Source: an optimization exercise on an open RTL-to-GDS flow (aim: small area and a short achievable clock period). Production flows keep margins and buffers that such runs may drop.
Only simulation tests tie the RTL to the original design; equivalence was not proved.
Power figures rest on the tool's default switching activity, not on a simulated workload.

==> wip/zinc: inputs <==
==> flow/design.v (excerpt) <==
module MIPS (
	input clk,     
	input rst,
	input [31:0] instr,
	input [31:0] read_mem_data,
	output [31:0] pc,
	output [31:0] data_mem_addr,
	output Mem_Write,
	output [31:0] write_mem_data
);
==> module ALU, before the edit <==
module ALU (
	input  [31:0] A,
	input  [31:0] B,
	input  [5:0]  funct,
	output reg [31:0] C,
	output eq
);
wire        sub = funct[1];
wire [32:0] s   = {1'b0, A} + {1'b0, B ^ {32{sub}}} + {32'd0, sub};
wire        ltu = ~s[32];
assign eq = (A == B);
always @(*)
	case (funct)
	6'h20, 6'h22: C = s[31:0];
	6'h25:        C = A | B;
	6'h2a:        C = {31'd0, ltu};
	default:      C = A & B;
	endcase
endmodule
==> module register_file, before the edit <==
module register_file (
	input clk,
	input rst,
	input WE3,
	input  [4:0] A1,
	input  [4:0] A2,
	input  [4:0] A3,
	output [31:0] RD1,
	output [31:0] RD2,
	input  [31:0] WD3
);
reg [31:0] data [1:31];
reg [31:1] valid;
wire [31:1] wsel;
genvar i;
generate
	for (i = 1; i < 32; i = i + 1) begin : g
		assign wsel[i] = WE3 & (A3 == i);
		always @(posedge clk)
			data[i] <= (WD3 & {32{wsel[i]}}) | (data[i] & {32{~wsel[i]}});
	end
endgenerate
always @(posedge clk or posedge rst)
	if (rst) valid <= 31'd0;
	else     valid <= valid | wsel;
reg [31:0] r1, r2;
integer k;
always @(*) begin
	r1 = 32'd0;
	r2 = 32'd0;
	for (k = 1; k < 32; k = k + 1) begin
		r1 = r1 | (data[k] & {32{valid[k] & (A1 == k)}});
		r2 = r2 | (data[k] & {32{valid[k] & (A2 == k)}});
	end
end
assign RD1 = r1;
assign RD2 = r2;
endmodule
==> module MIPS, before the edit <==
module MIPS (
	input clk,     
	input rst,
	input [31:0] instr,
	input [31:0] read_mem_data,
	output [31:0] pc,
	output [31:0] data_mem_addr,
	output Mem_Write,
	output [31:0] write_mem_data
);
wire [5:0] op    = instr[31:26];
wire [4:0] rs    = instr[25:21];
wire [4:0] rt    = instr[20:16];
wire [4:0] rd    = instr[15:11];
wire [31:0] imm  = {{16{instr[15]}}, instr[15:0]};
wire is_r    = (op == 6'b000000);
wire is_addi = (op == 6'b001000);
wire is_lw   = (op == 6'b100011);
wire is_sw   = (op == 6'b101011);
wire is_beq  = (op == 6'b000100);
wire is_j    = (op == 6'b000010);
wire [31:0] RD1, RD2;
wire        we    = is_r | is_addi | is_lw;
wire [4:0]  waddr = is_r ? rd : rt;
wire [31:0] wdata;
register_file regs (
	.clk(clk), .rst(rst), .WE3(we), .A1(rs), .A2(rt), .A3(waddr),
	.RD1(RD1), .RD2(RD2), .WD3(wdata)
);
wire [31:0] addr_sum = RD1 + imm;
wire [31:0] alu_out;
wire        eq;
ALU alu (.A(RD1), .B(RD2), .funct(instr[5:0]), .C(alu_out), .eq(eq));
assign wdata = is_lw ? read_mem_data : (is_r ? alu_out : addr_sum);
assign data_mem_addr  = addr_sum;
assign write_mem_data = RD2;
assign Mem_Write      = is_sw;
reg  [29:0] pcw;
wire [29:0] pc4w   = pcw + 30'd1;
wire [30:0] br_sum = {pcw, 1'b1} + {imm[29:0], 1'b1};
wire [29:0] brw    = br_sum[30:1];
wire [29:0] pc_next = is_j ? {pc4w[29:26], instr[25:0]} :
                      (is_beq & eq) ? brw : pc4w;
always @(posedge clk or posedge rst)
	if (rst) pcw <= 30'd0;
	else     pcw <= pc_next;
assign pc = {pcw, 2'b00};
endmodule
Settings: LEC_CHECK=0, CAP_MARGIN=20, CORE_MARGIN=2, CORE_UTILIZATION=40, SETUP_SLACK_MARGIN=0.3, SLEW_MARGIN=20; clock period 12.5 ns.
run.sh (not shown) runs the stock make flow with config.mk's settings and CLKGATE_MAP_FILE= SYNTH_SCRIPT=/design/flow/synth_recipe.tcl, a recipe that flattens the netlist after the stock synthesis.
==> inputs of wip/yarrow, as changes to wip/zinc <==
--- a/flow/design.v
+++ b/flow/design.v
@@ -4,2 +4,3 @@
 	input  [5:0]  funct,
+	input         op_beq,
 	output reg [31:0] C,
@@ -7,6 +8,6 @@
 );
-wire        sub = funct[1];
+wire        sub = funct[1] | op_beq;
 wire [32:0] s   = {1'b0, A} + {1'b0, B ^ {32{sub}}} + {32'd0, sub};
 wire        ltu = ~s[32];
-assign eq = (A == B);
+assign eq = (s[31:0] == 32'd0);
 always @(*)
@@ -30,4 +31,4 @@
 );
-reg [31:0] data [1:31];
-reg [31:1] valid;
+reg  [31:1] valid;
+wire [31:0] data [1:31];
 wire [31:1] wsel;
@@ -36,5 +37,7 @@
 	for (i = 1; i < 32; i = i + 1) begin : g
+		reg [31:0] r;
 		assign wsel[i] = WE3 & (A3 == i);
 		always @(posedge clk)
-			data[i] <= (WD3 & {32{wsel[i]}}) | (data[i] & {32{~wsel[i]}});
+			if (wsel[i]) r <= WD3;
+		assign data[i] = r;
 	end
@@ -44,14 +47,21 @@
 	else     valid <= valid | wsel;
-reg [31:0] r1, r2;
-integer k;
-always @(*) begin
-	r1 = 32'd0;
-	r2 = 32'd0;
-	for (k = 1; k < 32; k = k + 1) begin
-		r1 = r1 | (data[k] & {32{valid[k] & (A1 == k)}});
-		r2 = r2 | (data[k] & {32{valid[k] & (A2 == k)}});
+wire [31:1] sel1, sel2;
+generate
+	for (i = 1; i < 32; i = i + 1) begin : s
+		assign sel1[i] = valid[i] & (A1 == i);
+		assign sel2[i] = valid[i] & (A2 == i);
 	end
-end
-assign RD1 = r1;
-assign RD2 = r2;
+endgenerate
+genvar b;
+generate
+	for (b = 0; b < 32; b = b + 1) begin : rb
+		wire [31:1] t1, t2;
+		for (i = 1; i < 32; i = i + 1) begin : t
+			assign t1[i] = data[i][b] & sel1[i];
+			assign t2[i] = data[i][b] & sel2[i];
+		end
+		assign RD1[b] = |t1;
+		assign RD2[b] = |t2;
+	end
+endgenerate
 endmodule
@@ -89,3 +99,3 @@
 wire        eq;
-ALU alu (.A(RD1), .B(RD2), .funct(instr[5:0]), .C(alu_out), .eq(eq));
+ALU alu (.A(RD1), .B(RD2), .funct(instr[5:0]), .op_beq(is_beq), .C(alu_out), .eq(eq));
 assign wdata = is_lw ? read_mem_data : (is_r ? alu_out : addr_sum);
==> flow/flow/run.sh (new file) <==
#!/bin/bash
set -euo pipefail
here=$(pwd)
rm -rf "$here/scripts_abc"
cp -r "$FLOW_HOME/scripts" "$here/scripts_abc"
cp "$here/flow/abc_speed.script" "$here/scripts_abc/abc_speed.script"
bash standard.sh SCRIPTS_DIR="$here/scripts_abc" synth > "$here/synth_make.log" 2>&1
bash standard.sh "BUFFER_PORTS_ARGS=-buffer_cell sky130_fd_sc_hd__buf_2" finish > "$here/layout_make.log" 2>&1
==> flow/flow/abc_speed.script (new file) <==
strash
map -D 3500
topo
stime -c
buffer -c
upsize -c
dnsize -c
strash
&get -n
&nf -p -C 32
&put
upsize -c
dnsize -c
==> flow/standard.sh (new file) <==
#!/bin/bash
# synth_recipe.tcl (not shown) runs the flow's synth.tcl, then flattens the netlist and writes it again
# the make line also repeats each setting of config.mk as NAME=value (left out here)
make -C /OpenROAD-flow-scripts/flow DESIGN_CONFIG=/design/flow/config.mk WORK_HOME=/design/flow/orfs CLKGATE_MAP_FILE= SYNTH_SCRIPT=/design/flow/synth_recipe.tcl "${@:-finish}"
--- a/flow/config.mk
+++ b/flow/config.mk
@@ -9,4 +9,7 @@
 export CORE_MARGIN = 2
-export CORE_UTILIZATION = 40
-export SETUP_SLACK_MARGIN = 0.3
+export CORE_UTILIZATION = 60
+export CTS_BUF_LIST = sky130_fd_sc_hd__clkbuf_8
+export PLACE_DENSITY = 0.7
+export SETUP_SLACK_MARGIN = 3.6
 export SLEW_MARGIN = 20
+export TNS_END_PERCENT = 5
removed: flow/run.sh
==> notes.md <==
|  | wip/zinc | wip/yarrow |
|---|---|---|
| Count of plain and timing-repair buffers in the layout | 348 | 414 |
| Clock power share | 39.4% | 34.0% |
| Number of inserted diodes | 5 | 10 |
| Wire length on met3 | 45,900 µm | 36,500 µm |
| Met3 layer usage reported by global route | 17.7% | 20.5% |
| Fraction of synthesized cell area taken by the top area cell type | 57.8% | 57.8% |
| Status | finished clean | finished clean |
| Wire length of the first global-routing pass | 349,000 µm | 311,000 µm |
| Clkbuf count | 121 | 167 |
| Mux cell area share after synthesis | 0.240% | 0.117% |
| Worst-path maximum fanout | 21 | 35 |
| Number of levels the H-tree was split into | 3 | 4 |
| Met1 global-route usage | 47.4% | 58.0% |
| Setup repair after global routing missed its margin | no | yes |
| Number of cells on the worst reg-to-reg path | 18 | 16 |
| Number of DRC markers in iteration 0 | 11,390 | 9,077 |
| Sequential power | 4.11 mW | 4.08 mW |
| Combinational gate power | 1.28 mW | 1.25 mW |
| Critical-path cell with the highest stage delay | and3_2 | nor4_2 |
| Reg2Reg Setup Slack | 5.26 ns | 5.59 ns |
| Cell variety after synth | 80 | 86 |
| Cell area after layout | 0.0601 mm² | 0.0614 mm² |

## separate check: timing with driven ports
Ports are ideal in the flow. The routed layouts listed here were re-timed in OpenROAD. Step 1: set_driving_cell puts a clkbuf_16 on clk and a buf_2 on each other input, an assumption about the parent block. Step 2 adds t to the input delays and takes it off the output delays; t is the mean of the earliest and latest rising clock arrival at the registers after step 1. Input paths then give back, and output paths get back, about the clock's delay inside the block. Slacks: ideal ports / drivers / drivers and shift; pairs: ideal ports / drivers.
run	shift t [ns]	setup slack, ns	hold WS [ns]
wip/zinc	0.812	0.305 / 0.282 / 0.282	0.501 / 0.501 / 0.501
wip/yarrow	0.905	3.500 / 3.481 / 2.643	0.516 / 0.516 / 0.516
After both steps setup and hold are still met in every run listed. The setup slack of wip/yarrow, which loses most, moves by -0.019 ns with the drivers and by -0.857 ns with both steps.
